Background: an optimization exercise with open tools, aiming at small area, a short achievable clock period and few clock cycles. Do not read the settings as production practice. Only simulation tests tie the RTL to the original design; equivalence was not proved. No activity file was given, so power comes from the tool's default toggle rates.

## red
==> module mat_trans, before the edit <==
module mat_trans (
    input clk,
    input rstn,
    input in_req,
    input in_vld,
    input out_ack,
    input wire [31:0] in_data,
    output in_ack,
    output reg out_req,
    output reg out_vld,
    output reg [31:0] out_data
);
reg vq;
reg [31:0] dq;
reg in_ack_q;
reg fr_on;           
reg fr_in;           
reg fr_out;          
reg st_full;         
reg mode;
reg [5:0] c;         
reg c0_q, c63_q;     
reg [7:0] sel;       
reg o_on;            
reg [5:0] o_n;       
reg [7:0] osel;      
reg [7:0] lt;        
reg can_q;           
reg fl_q;            
reg [7:0] en_q;      
reg [7:0] hd_q;      
reg [3:0] par_i;
reg [3:0] par_o;
assign in_ack = in_ack_q;
wire in_grant  = in_req & in_ack_q;
wire out_grant = out_req & out_ack;
wire ld      = o_on & fr_on & fr_out & can_q;
wire ld_g    = out_grant & fr_on & fr_out & c0_q & !o_on;
wire step    = (vq & fr_in) | fl_q;
wire fr_last = step & c63_q;
wire open    = (fr_last | !fr_on) & (st_full | in_grant);
wire o_last  = (o_n == 6'd63);
wire [7:0] sel_inc  = (mode | (c[2:0] == 3'd7)) ? {sel[6:0], sel[7]} : sel;
wire [7:0] osel_inc = (mode | (o_n[2:0] == 3'd7)) ? {osel[6:0], osel[7]} : osel;
wire c62 = (c == 6'd62);
wire fr_on_n   = open | (fr_on & !fr_last);
wire fr_in_n   = open ? in_grant : (fr_in | in_grant);
wire fr_out_n  = open ? st_full : (fr_out & !(ld & o_last));
wire st_full_n = open ? in_grant : (st_full | in_grant);
wire mode_n    = mode ^ open;
wire [5:0] c_n = open ? 6'd0 : (step ? c + 6'd1 : c);
wire c0_n      = open | (c0_q & !step);
wire c63_n     = !open & (step ? c62 : c63_q);
wire [7:0] sel_n = open ? 8'd1 : (step ? sel_inc : sel);
wire pend_n    = in_grant | (out_req & !out_grant);
wire o_on_n    = out_grant | (o_on & !(ld & o_last));
wire [5:0] o_n_n = out_grant ? {5'd0, ld_g} : (ld ? o_n + 6'd1 : o_n);
wire [7:0] osel_n = open ? 8'd1 :
                    out_grant ? ((ld_g & mode) ? 8'd2 : 8'd1) :
                    ld ? osel_inc : osel;
wire on_low0_n = out_grant ? !ld_g : (ld ? (o_n[2:0] == 3'd7) : (o_n[2:0] == 3'd0));
wire [7:0] lt_n = (open | out_grant) ? {7'd0, ld_g} :
                  (ld & !step) ? {lt[6:0], 1'b1} :
                  (step & !ld) ? {1'b0, lt[7:1]} : lt;
wire can_n = mode_n ? !lt_n[7] : (!lt_n[0] | on_low0_n);
wire [7:0] lt_f = out_grant ? {7'd0, ld_g} :
                  (ld & !fl_q) ? {lt[6:0], 1'b1} :
                  (fl_q & !ld) ? {1'b0, lt[7:1]} : lt;
wire fl_n = fr_on & !fr_in & !in_grant & !(fl_q & c63_q) &
            (fl_q | (o_on_n & fr_out_n & (mode ? lt_f[7] : lt_f[0])));
always @(posedge clk or negedge rstn) begin
    if (!rstn) begin
        fr_on <= 1'b0; fr_in <= 1'b0; fr_out <= 1'b0; st_full <= 1'b0;
        mode <= 1'b0; c <= 6'd0; c0_q <= 1'b1; c63_q <= 1'b0; sel <= 8'd1;
        out_req <= 1'b0; in_ack_q <= 1'b0;
        o_on <= 1'b0; o_n <= 6'd0; osel <= 8'd1; lt <= 8'd0; can_q <= 1'b0;
        out_vld <= 1'b0; fl_q <= 1'b0; en_q <= 8'd0; hd_q <= 8'hff;
        par_i <= 4'd0; par_o <= 4'd0; vq <= 1'b0;
    end else begin
        fr_on <= fr_on_n; fr_in <= fr_in_n; fr_out <= fr_out_n;
        st_full <= st_full_n; mode <= mode_n; c <= c_n;
        c0_q <= c0_n; c63_q <= c63_n; sel <= sel_n;
        out_req <= pend_n;
        in_ack_q <= !pend_n & (!fr_on_n | (!fr_in_n & c0_n & !fl_n) |
                               (fr_in_n & c63_n & in_vld));
        o_on <= o_on_n; o_n <= o_n_n; osel <= osel_n; lt <= lt_n; can_q <= can_n;
        out_vld <= ld | ld_g;
        fl_q <= fl_n;
        vq <= in_vld;
        en_q <= sel_n & {8{(in_vld & fr_on_n & fr_in_n) | fl_n}};
        hd_q <= ~(sel_n & {8{(in_vld & fr_on_n & fr_in_n) | fl_n}});
        par_i <= ~par_i;
        par_o <= ~par_o;
    end
end
always @(posedge clk) dq <= in_data;
wire [31:0] head [0:7];
genvar k;
generate for (k = 0; k < 8; k = k + 1) begin : g_ch
    spram u_ch (.clk(clk), .en(en_q[k]), .hold(hd_q[k]), .din(dq ^ {{8{par_i[3]}}, {8{par_i[2]}}, {8{par_i[1]}}, {8{par_i[0]}}}), .dout(head[k]));
end endgenerate
reg [31:0] omux;
integer j;
always @(*) begin
    omux = 32'd0;
    for (j = 0; j < 8; j = j + 1) omux = omux | (head[j] & {32{osel[j]}});
end
always @(posedge clk) out_data <= omux ^ {{8{par_o[3]}}, {8{par_o[2]}}, {8{par_o[1]}}, {8{par_o[0]}}};
endmodule
Settings: LEC_CHECK=0, ABC_CLOCK_PERIOD_IN_PS=2500, CAP_MARGIN=20, CORE_MARGIN=2, CORE_UTILIZATION=65, CTS_CLUSTER_DIAMETER=80, CTS_CLUSTER_SIZE=25, PLACE_DENSITY=0.75, SETUP_SLACK_MARGIN=3.5, SLEW_MARGIN=20; clock period 6.0 ns.
run.sh (not shown) runs the stock make flow with config.mk's settings and CLKGATE_MAP_FILE= SYNTH_SCRIPT=/design/flow/synth_recipe.tcl, a recipe that flattens the netlist after the stock synthesis.
red finished end to end and its layout was clean on timing, DRC and antenna.
Testbench counts of red, summed over its fixed seeds: cycles 21,800.
Setup changes, red to blue
--- a/flow/design.v
+++ b/flow/design.v
@@ -27,6 +27,4 @@
     output reg [31:0] out_data
 );
-reg vq;
-reg [31:0] dq;
 reg in_ack_q;
 reg fr_on;           
@@ -44,8 +42,9 @@
 reg can_q;           
 reg fl_q;            
-reg [7:0] en_q;      
-reg [7:0] hd_q;      
-reg [3:0] par_i;
-reg [3:0] par_o;
+reg [7:0] en_in;     
+reg [7:0] en_fl;     
+reg [7:0] hd_in;     
+reg [7:0] hd_fl;     
+reg par;             
 assign in_ack = in_ack_q;
 wire in_grant  = in_req & in_ack_q;
@@ -53,5 +52,5 @@
 wire ld      = o_on & fr_on & fr_out & can_q;
 wire ld_g    = out_grant & fr_on & fr_out & c0_q & !o_on;
-wire step    = (vq & fr_in) | fl_q;
+wire step    = (in_vld & fr_in) | fl_q;
 wire fr_last = step & c63_q;
 wire open    = (fr_last | !fr_on) & (st_full | in_grant);
@@ -91,6 +90,6 @@
         out_req <= 1'b0; in_ack_q <= 1'b0;
         o_on <= 1'b0; o_n <= 6'd0; osel <= 8'd1; lt <= 8'd0; can_q <= 1'b0;
-        out_vld <= 1'b0; fl_q <= 1'b0; en_q <= 8'd0; hd_q <= 8'hff;
-        par_i <= 4'd0; par_o <= 4'd0; vq <= 1'b0;
+        out_vld <= 1'b0; fl_q <= 1'b0; en_in <= 8'd0; en_fl <= 8'd0;
+        hd_in <= 8'hff; hd_fl <= 8'hff; par <= 1'b0;
     end else begin
         fr_on <= fr_on_n; fr_in <= fr_in_n; fr_out <= fr_out_n;
@@ -98,21 +97,20 @@
         c0_q <= c0_n; c63_q <= c63_n; sel <= sel_n;
         out_req <= pend_n;
-        in_ack_q <= !pend_n & (!fr_on_n | (!fr_in_n & c0_n & !fl_n) |
-                               (fr_in_n & c63_n & in_vld));
+        in_ack_q <= !pend_n & (!fr_on_n | (!fr_in_n & c0_n & !fl_n));
         o_on <= o_on_n; o_n <= o_n_n; osel <= osel_n; lt <= lt_n; can_q <= can_n;
         out_vld <= ld | ld_g;
         fl_q <= fl_n;
-        vq <= in_vld;
-        en_q <= sel_n & {8{(in_vld & fr_on_n & fr_in_n) | fl_n}};
-        hd_q <= ~(sel_n & {8{(in_vld & fr_on_n & fr_in_n) | fl_n}});
-        par_i <= ~par_i;
-        par_o <= ~par_o;
+        en_in <= sel_n & {8{fr_on_n & fr_in_n}};
+        en_fl <= sel_n & {8{fl_n}};
+        hd_in <= ~(sel_n & {8{fr_on_n & fr_in_n}});
+        hd_fl <= ~(sel_n & {8{fl_n}});
+        par <= ~par;
     end
 end
-always @(posedge clk) dq <= in_data;
 wire [31:0] head [0:7];
 genvar k;
 generate for (k = 0; k < 8; k = k + 1) begin : g_ch
-    spram u_ch (.clk(clk), .en(en_q[k]), .hold(hd_q[k]), .din(dq ^ {{8{par_i[3]}}, {8{par_i[2]}}, {8{par_i[1]}}, {8{par_i[0]}}}), .dout(head[k]));
+    spram u_ch (.clk(clk), .en((in_vld & en_in[k]) | en_fl[k]),
+                .hold((!in_vld | hd_in[k]) & hd_fl[k]), .din(in_data ^ {32{par}}), .dout(head[k]));
 end endgenerate
 reg [31:0] omux;
@@ -122,4 +120,4 @@
     for (j = 0; j < 8; j = j + 1) omux = omux | (head[j] & {32{osel[j]}});
 end
-always @(posedge clk) out_data <= omux ^ {{8{par_o[3]}}, {8{par_o[2]}}, {8{par_o[1]}}, {8{par_o[0]}}};
+always @(posedge clk) out_data <= omux ^ {32{par}};
 endmodule
--- outcome ---
blue vs red: cell count after synthesis up slightly. | fraction of the yosys area taken by sequential cells | lower: blue |. In blue, layout clock buffer count is lower than in red. red has a lower fraction of the core area covered by cells at the end of the flow than blue. Between red and blue, logic depth of the worst setup path including buffers is lower for red, blue comes in above that. Diff red -> blue: final weighted congestion in routability-driven placement went down, sequential cell count of the final layout saw a decrease, worst max-slew margin expressed relative to the limit went up by 3.3 points, sequential power now sits lower, total global-route track usage went up by 1.1 points. In the reports for red and blue, the larger post-detailed-routing wire length belongs to blue.
Testbench counts of blue, summed over its fixed seeds: cycles 21,640.

re-timing with driven ports:
The flow's constraints put no driver on any port. The routed layouts listed below were extracted and timed again, unchanged, in two steps. Step 1, drivers: a clkbuf_16 drives clk and a buf_2 each remaining input, both assumed. Step 2, shift: input delay + t, output delay - t, t = (earliest + latest rising clock arrival at the registers) / 2. This alone moves slack from input paths to output paths. Slacks: ideal ports / drivers / drivers and shift; pairs: ideal ports / drivers.
run	t (ns)	setup slack, ns	hold WS [ns]	worst setup path after step 2	clock arrival spread, ns
red	0.763	3.422 / 3.352 / 2.801	0.429 / 0.429 / 0.429	input to register	0.032 / 0.032
blue	0.749	3.468 / 3.468 / 2.889	0.386 / 0.347 / 0.436	input to register	0.028 / 0.028
After both steps every run listed still meets setup and hold. The setup slack of red, which loses most, moves by -0.070 ns with the drivers and by -0.621 ns with both steps.
